What follows belongs to an exercise in optimizing a design on an open flow for small area; a production flow would make more cautious choices. The RTL was checked by simulation tests, not by an equivalence proof against the original design. No activity file was given, so power comes from the tool's default toggle rates.

onyx:
==> flow/design.v (excerpt) <==
module TX(input clk, input rst, input in, input run, input [3:0]rate, input tx_request, output [51:0]out, output valid, output ready, output [1:0]cr, output [1:0]mod);
==> module TX, before the edit <==
module TX(input clk, input rst, input in, input run, input [3:0]rate, input tx_request, output [51:0]out, output valid, output ready, output [1:0]cr, output [1:0]mod);
reg m1, m0, c1;
assign mod = {m1, m0};
assign cr = {c1, ~c1 & m1 & m0};
wire m3 = m1 & m0;
wire m2 = m1 & ~m0;
wire nz = m1 | m0;
wire cr_half = ~c1 & ~cr[0];
always @(posedge clk, negedge rst) begin
	if(~rst) begin
		m1 <= 1'b1; m0 <= 1'b1; c1 <= 1'b1;
	end
	else if(tx_request) begin
		m1 <= ~(rate[2] & rate[0]);
		m0 <= ~(rate[3] & rate[0]);
		c1 <= rate[1] | ~rate[0];
	end
end
reg st;               
reg [6:0] scn;        
reg [6:0] d;          
reg [1:0] q;          
reg en, enb;          
wire vr = run & st;
wire fb = scn[6] ^ scn[3];
wire en_n = vr & (cr_half | q != 2'd1);
assign ready = st;
always @(posedge clk, negedge rst) begin
	if(~rst) begin
		st <= 1'b0;
		scn <= 7'h00;
		d <= 7'd0;
		q <= 2'd0;
		en <= 1'b0;
	end
	else begin
		st <= 1'b1;
		en <= en_n;
		if(vr) begin
			scn <= {scn[5:0], ~fb};
			d <= {d[5:0], in ^ fb};
			q <= (q == 2'd3 || (q == 2'd2 && c1)) ? 2'd0 : q + 2'd1;
		end
	end
end
always @(posedge clk) enb <= ~en_n;
wire ea = d[0] ^ d[2] ^ d[3] ^ d[5] ^ d[6];
wire eb = d[0] ^ d[1] ^ d[2] ^ d[3] ^ d[6];
reg r1, r2;
wire qa = q[0] ^ q[1];
wire xa = (cr_half | qa) ? ea : (q[0] | c1) ? r1 : r2;
wire xb = (cr[0] & ~qa) ? ea : eb;
always @(posedge clk) begin
	r1 <= ea;
	r2 <= eb;
end
wire mq0 = ~m1 & ~m0;    
wire mq1 = ~m1 & m0;     
reg [136:0] ev, od;
reg [136:0] evn, odn;
integer p;
always @(*) begin
	evn = {xa, ev[136:1]};
	odn = {xb, od[136:1]};
	if(m2) begin evn[128] = xa; odn[128] = xb; end
	if(mq1) begin evn[120] = xa; odn[120] = xb; end
	if(mq0) begin evn[112] = xa; odn[112] = xb; end
	for(p = 0; p < 2; p = p + 1) begin
		if(m2) begin evn[48*p+32] = ev[48*p+49]; odn[48*p+32] = od[48*p+49]; end
		if(mq1) begin evn[48*p+24] = ev[48*p+57]; odn[48*p+24] = od[48*p+57]; end
		if(mq0) begin evn[48*p+16] = ev[48*p+57]; odn[48*p+16] = od[48*p+57]; end
	end
end
always @(posedge clk) begin
	ev <= {({136{en}} & evn[136:1]) | ({136{enb}} & ev[136:1]), ev[1]};
	od <= {({136{en}} & odn[136:1]) | ({136{enb}} & od[136:1]), od[1]};
end
reg [4:0] g;
reg [2:0] w;
reg vt;
wire oph = m1 ? (m0 ? g[4] & g[0] : g[3] & g[1] & g[0]) : (m0 ? g[2] & g[0] : g[1]);
always @(posedge clk, negedge rst) begin
	if(~rst) begin
		g <= 5'd0;
		w <= 3'd0;
		vt <= 1'b0;
	end
	else begin
		vt <= en & oph;
		if(en) begin
			w <= w + 3'd1;
			if(w == 3'd7) g <= oph ? 5'd0 : g + 5'd1;
		end
	end
end
assign valid = vt;
reg [6:0] pln;        
always @(posedge clk, negedge rst) begin
	if(~rst) pln <= 7'h00;
	else if(en & oph & (w == 3'd0)) pln <= {pln[5:0], ~(pln[6] ^ pln[3])};
end
wire J0 = (w == 3'd1) | (w == 3'd4) | (w == 3'd7);
wire J1 = (w == 3'd2) | (w == 3'd5) | (w == 3'd0);
wire J2 = (w == 3'd3) | (w == 3'd6);
wire A0 = m3 & J0, A1 = m3 & J2, A2 = m3 & J1;
wire B0 = m3 & J1, B1 = m3 & J0, B2 = m3 & J2;
wire [2:0] le0 = {A2 | ~m1, A1 | m2, A0};
wire [2:0] le3 = {A2, A1, A0 | ~m3};
wire [2:0] le2 = {A2, A1, A0};
wire [2:0] lo0 = {B2 | ~m3, B1, B0};
wire [2:0] lo1 = {B2, B1, B0 | m2};
wire [2:0] lo2 = {B2, B1, B0};
wire [2:0] lo3 = {B2, B1 | m2, B0 | ~m1};
wire [2:0] lo4 = {B2 | m2, B1, B0};
function [7:0] sub(input [5:0] t, input [2:0] s0, input [2:0] s1, input [2:0] s2, input [2:0] s3, input [2:0] s4, input [2:0] s5, input m3, input m1, input nz);
	reg n0, n1, n2, n3, n4, n5;
	begin
		n0 = ~(s0[0] & t[0] | s0[1] & t[1] | s0[2] & t[2]);
		n1 = ~(s1[0] & t[1] | s1[1] & t[2] | s1[2] & t[0]);
		n2 = ~(s2[0] & t[2] | s2[1] & t[0] | s2[2] & t[1]);
		n3 = ~(s3[0] & t[3] | s3[1] & t[4] | s3[2] & t[5]);
		n4 = ~(s4[0] & t[4] | s4[1] & t[5] | s4[2] & t[3]);
		n5 = ~(s5[0] & t[5] | s5[1] & t[3] | s5[2] & t[4]);
		sub = {n0, m3 & n1, m1 & ~(n1 ^ n2), 1'b1, nz & n3, m3 & n4, m1 & ~(n4 ^ n5), nz};
	end
endfunction
genvar k;
generate for(k = 0; k < 3; k = k + 1) begin : subc
	wire [5:0] te = {ev[48*k+40], ev[48*k+32], ev[48*k+24], ev[48*k+16], ev[48*k+8], ev[48*k]};
	wire [5:0] to = {od[48*k+40], od[48*k+32], od[48*k+24], od[48*k+16], od[48*k+8], od[48*k]};
	assign out[8*k+7 -: 8] = sub(te, le0, le0, le2, le3, le3, le2, m3, m1, nz);
	assign out[8*k+31 -: 8] = sub(to, lo0, lo1, lo2, lo3, lo4, lo2, m3, m1, nz);
end endgenerate
wire pt = ~pln[0] ^ (w[2] & w[1]);
assign out[51:48] = {~w[0] & pt, 2'b00, ~w[0]};
endmodule
==> flow/config.mk <==
export PLATFORM = sky130hd
export DESIGN_NAME = TX
export DESIGN_NICKNAME = TX
export VERILOG_FILES = /design/flow/design.v
export SDC_FILE = /design/flow/constraint.sdc
export NUM_CORES = 8
export LEC_CHECK = 0
export CAP_MARGIN = 20
export CORE_MARGIN = 2
export CORE_UTILIZATION = 70
export PLACE_DENSITY = 0.8
export SLEW_MARGIN = 20
==> flow/constraint.sdc <==
create_clock -name core_clock -period 8.0 [get_ports {clk}]
set_input_delay 1.6000 -clock core_clock [delete_from_list [all_inputs] [get_ports {clk}]]
set_output_delay 1.6000 -clock core_clock [all_outputs]
set_load 0.01 [all_outputs]
standard.sh (not shown) runs the stock make flow with config.mk's settings and CLKGATE_MAP_FILE= SYNTH_SCRIPT=/design/flow/synth_recipe.tcl, a recipe that flattens the netlist after the stock synthesis.
==> flow/flow/run.sh <==
#!/bin/bash
# ORFS layout as in standard.sh, with three changes:
#  - synthesis maps logic with an area-recovering ABC script (flow/abc_area.script)
#    instead of ORFS's speed script; registers are mapped exactly as before
#  - port buffers use buf_1
#  - the clock tree uses clkbuf_8 with clusters of 20 sinks and no dummy loads
set -euo pipefail
W=$(pwd)
F=$W/flow
# synthesis script: ORFS synth.tcl with the ABC script replaced
python3 - "$FLOW_HOME/scripts/synth.tcl" "$W/synth_area.tcl" "$F/abc_area.script" <<'PY'
import sys
src, dst, script = sys.argv[1:]
s = open(src).read()
a = "  log_cmd abc {*}$abc_args\n"
assert s.count(a) == 1
s = s.replace(a, "  set abc_args [lreplace $abc_args 1 1 %s]\n%s" % (script, a))
open(dst, "w").write(s)
PY
sed "s#source \$::env(SCRIPTS_DIR)/synth.tcl#source $W/synth_area.tcl#" synth_recipe.tcl > synth_top.tcl
grep -q "synth_area.tcl" synth_top.tcl
sed "s#SYNTH_SCRIPT=[^ ]*#SYNTH_SCRIPT=$W/synth_top.tcl#" standard.sh > flow_run.sh
grep -q "synth_top.tcl" flow_run.sh
export SKIP_REPAIR_TIE_FANOUT=1
export BUFFER_PORTS_ARGS="-buffer_cell sky130_fd_sc_hd__buf_1"
export CTS_ARGS="-sink_clustering_enable -repair_clock_nets -dont_use_dummy_load -buf_list sky130_fd_sc_hd__clkbuf_8 -sink_clustering_size 18 -sink_clustering_max_diameter 60"
bash flow_run.sh > flow_run.log 2>&1
==> flow/flow/abc_area.script <==
&get -n
&st
&syn2
&dch
&nf -R 1000 -p -F 16 -C 32 -E 100
&put
Input-level comparison between pepper and onyx:
--- a/flow/design.v
+++ b/flow/design.v
@@ -80,4 +80,5 @@
 reg [2:0] w;
 reg vt;
+wire w7 = (w == 3'd7);
 wire oph = m1 ? (m0 ? g[4] & g[0] : g[3] & g[1] & g[0]) : (m0 ? g[2] & g[0] : g[1]);
 always @(posedge clk, negedge rst) begin
@@ -89,15 +90,14 @@
 	else begin
 		vt <= en & oph;
-		if(en) begin
-			w <= w + 3'd1;
-			if(w == 3'd7) g <= oph ? 5'd0 : g + 5'd1;
-		end
+		w <= ({3{en}} & (w + 3'd1)) | ({3{enb}} & w);
+		g <= ({5{en & w7}} & (oph ? 5'd0 : g + 5'd1)) | ({5{enb | ~w7}} & g);
 	end
 end
 assign valid = vt;
-reg [6:0] pln;        
+reg [6:0] pln;
+wire pw = oph & (w == 3'd0);        
 always @(posedge clk, negedge rst) begin
 	if(~rst) pln <= 7'h00;
-	else if(en & oph & (w == 3'd0)) pln <= {pln[5:0], ~(pln[6] ^ pln[3])};
+	else pln <= ({7{en & pw}} & {pln[5:0], ~(pln[6] ^ pln[3])}) | ({7{enb | ~pw}} & pln);
 end
 wire J0 = (w == 3'd1) | (w == 3'd4) | (w == 3'd7);
[summary]
From onyx to pepper the numbers moved as follows: synthesis-to-finish area growth now sits higher; portion of total power attributed to combinational logic now sits higher; share of the cycle needed by the critical path after routing now sits higher; global-route wire length before repair now sits lower.
Lower global-route usage was reported by pepper, not onyx.
| sequential share of layout area | onyx vs pepper | ≈ equal |
In pepper, the worst hold slack across all endpoints came out 0.0054 ns above the value in onyx.
pepper ends up with lower number of global-route vias before repair than onyx does.
onyx → pepper: total via count after detailed routing lost 60; buffer share of cell area rose by 0.19 points; number of buffers on the longest clock path closely matched the old numbers.
On total power per unit cell area, the higher figure sits with onyx, not pepper.
Against onyx, pepper comes in 0.50 points lower on met2 track demand over resource in global routing.
As far as instance count along the most critical hold path goes, pepper and onyx are indistinguishable; the numbers are identical.

==> static timing again, ports no longer ideal <==
The flow's constraints put no driver on any port. The routed layouts listed below were extracted and timed again, unchanged, in two steps. Step 1, drivers: a clkbuf_16 drives clk and a buf_2 each remaining input, both assumed. Step 2, shift: input delay + t, output delay - t, t = (earliest + latest rising clock arrival at the registers) / 2. This alone moves slack from input paths to output paths. Three values: ideal, step 1, step 2; two values: the first two.
run | t, ns | setup slack, ns | hold slack, ns | worst data-port slew with drivers (ns) | cell pins on the clock port's net
onyx | 0.560 | 2.765 / 2.728 / 3.288 | 0.360 / 0.360 / 0.360 | 0.04 | 1
pepper | 0.557 | 2.742 / 2.702 / 3.259 | 0.366 / 0.366 / 0.366 | 0.03 | 1
After both steps every run listed still meets setup and hold.
